Background: an optimization exercise with open tools, aiming at small area and a short achievable clock period. Do not read the settings as production practice.
Only simulation tests tie the RTL to the original design; equivalence was not proved.
Power is estimated from default activity; no workload was simulated.

rev 12:
==> flow/design.v (excerpt) <==
module ALU_TOP (
  input  wire [15:0] A, B,
  input  wire [3:0]  ALU_FUN,
  input  wire        CLK,
  input  wire        RST,
  output reg  [31:0] ARITH_OUT,
  output reg  [15:0] LOGIC_OUT,
  output wire [15:0] CMP_OUT,
  output reg  [15:0] SHIFT_OUT,
  output reg         CMP_FLAG, CARRY_OUT, LOGIC_FLAG, SHIFT_FLAG, ARITH_FLAG
);
  wire [1:0] unit = ALU_FUN[3:2];
  wire [1:0] op   = ALU_FUN[1:0];
  wire        sub = unit[1] | op[0];
  wire [15:0] bx = B ^ {16{sub}};
  wire [16:0] cy;
  wire [16:0] s;
  assign cy[0] = sub;
  genvar i;
  generate
    for (i = 0; i < 16; i = i + 1) begin : add_bit
      assign s[i]    = A[i] ^ bx[i] ^ cy[i];
      assign cy[i+1] = (A[i] & bx[i]) | (A[i] & cy[i]) | (bx[i] & cy[i]);
    end
  endgenerate
  assign s[16] = cy[16];
  wire        c16 = s[16];
  wire        eq  = ~|s[15:0];
  wire        lt  = ~c16;
  wire        gt  = c16 & ~eq;
  wire [31:0] prod;
  mul16 u_mul (.a(A), .b(B), .p(prod));
  wire [15:0] q;
  div16 u_div (.a(A), .b(B), .q(q));
  reg [32:0] arith;
  always @* begin
    case (op)
      2'b00: arith = {16'd0, s};
      2'b01: arith = {{16{~c16}}, s[16:0] ^ 17'h10000} ;
      2'b10: arith = {1'b0, prod};
      default: arith = {17'd0, q};
    endcase
  end
  reg [15:0] logic_r;
  always @* begin
    case (op)
      2'b00: logic_r = A & B;
      2'b01: logic_r = A | B;
      2'b10: logic_r = ~(A & B);
      default: logic_r = ~(A | B);
    endcase
  end
  reg cmp_r;
  always @* begin
    case (op)
      2'b00: cmp_r = 1'b0;
      2'b01: cmp_r = eq;
      2'b10: cmp_r = gt;
      default: cmp_r = lt;
    endcase
  end
  reg [15:0] shift_r;
  always @* begin
  ...
For scale: roughly 1900 cells after synthesis, about 120 I/O pins, about 0.016 mm² of cells after synthesis.
clock: 130.0 ns
lec_check: 0
abc_area: 1
cap_margin: 20
core_margin: 2
core_utilization: 40
slew_margin: 20
standard.sh (not shown) runs the stock make flow with config.mk's settings and CLKGATE_MAP_FILE= SYNTH_SCRIPT=/design/flow/synth_recipe.tcl, a recipe that flattens the netlist after the stock synthesis.
==> flow/flow/run.sh <==
#!/bin/bash
# Own layout flow: the standard synthesis, then a netlist pass that moves
# full adders to the polarity that needs the fewest inverters (flow/polfix.py),
# then the standard layout from floorplan to finish.  flow/env.sh sets the
# resizer's setup margin (how far below the clock period its repair aims) and
# any other ORFS variables for the layout steps.
set -euo pipefail
R=orfs/results/${FLOW_PLATFORM}/ALU_TOP/base
bash standard.sh synth > run_synth.log 2>&1
cp "$R/1_2_yosys.v" polfix_in.v
python3 flow/polfix.py polfix_in.v polfix_out.v > polfix.log 2>&1
cp polfix_out.v "$R/1_2_yosys.v"
touch "$R/1_2_yosys.v"
source flow/env.sh
bash standard.sh finish > run_layout.log 2>&1
==> flow/flow/env.sh <==
export SETUP_SLACK_MARGIN=75
export REMOVE_ABC_BUFFERS=1
Other scripts of this flow, unchanged in this note and not shown: flow/flow/polfix.py
Rev 12 | stages: all done | timing, DRC, antenna: all pass
--- input diff rev 12..rev 13 ---
==> flow/flow/run.sh <==
#!/bin/bash
# Own layout flow: the standard synthesis, then a netlist pass that moves
# full adders to the polarity that needs the fewest inverters (flow/polfix.py),
# then the standard layout from floorplan to finish, with the resizer's
# setup repair asked to keep a margin below the clock period.
set -euo pipefail
R=orfs/results/${FLOW_PLATFORM}/ALU_TOP/base
bash standard.sh synth > run_synth.log 2>&1
cp "$R/1_2_yosys.v" polfix_in.v
python3 flow/polfix.py polfix_in.v polfix_out.v > polfix.log 2>&1
cp polfix_out.v "$R/1_2_yosys.v"
touch "$R/1_2_yosys.v"
export SETUP_SLACK_MARGIN=$(cat flow/setup_margin.txt)
bash standard.sh finish > run_layout.log 2>&1
==> flow/flow/setup_margin.txt (new file) <==
75
removed: flow/flow/env.sh
Results
Going from rev 12 to rev 13, length of routed met3 wiring decreased by 37% relative to the old numbers, relative contribution of combinational cells to total power went up, CTS clock-pin slew for the worst setup and hold paths held steady.
Rev 13 does worse than rev 12 on final routed wirelength across all metal layers.
In the flow results for rev 13 and rev 12, the final critical delay including setup and external delays is smaller on rev 12.

## static timing again, ports no longer ideal
No port has a modelled driver above. Below, the same layouts with a new extraction and two added sets of constraints.
Step 1, drivers: a clkbuf_16 drives CLK and a buf_2 each remaining input, both assumed.
Step 2 times the ports against the registers' clock, not the clock port: input delays grow and output delays shrink by t, the midpoint of the rising clock arrivals with the driver on.
a / b / c = ideal / step 1 / step 2; a / b = the first two.
| run | shift t [ns] | setup slack, ns | worst setup path at the end | slew at the worst register clock pin (ns) |
|---|---|---|---|---|
| rev 12 | 0.443 | 77.404 / 77.432 / 76.989 | input to register | 0.08 / 0.08 |
| rev 13 | 0.405 | 77.366 / 77.387 / 76.981 | input to register | 0.07 / 0.07 |
After both steps every run listed still meets setup and hold. For rev 12, which loses most, drivers alone change the setup slack by +0.028 ns; drivers and shift together by -0.415 ns.
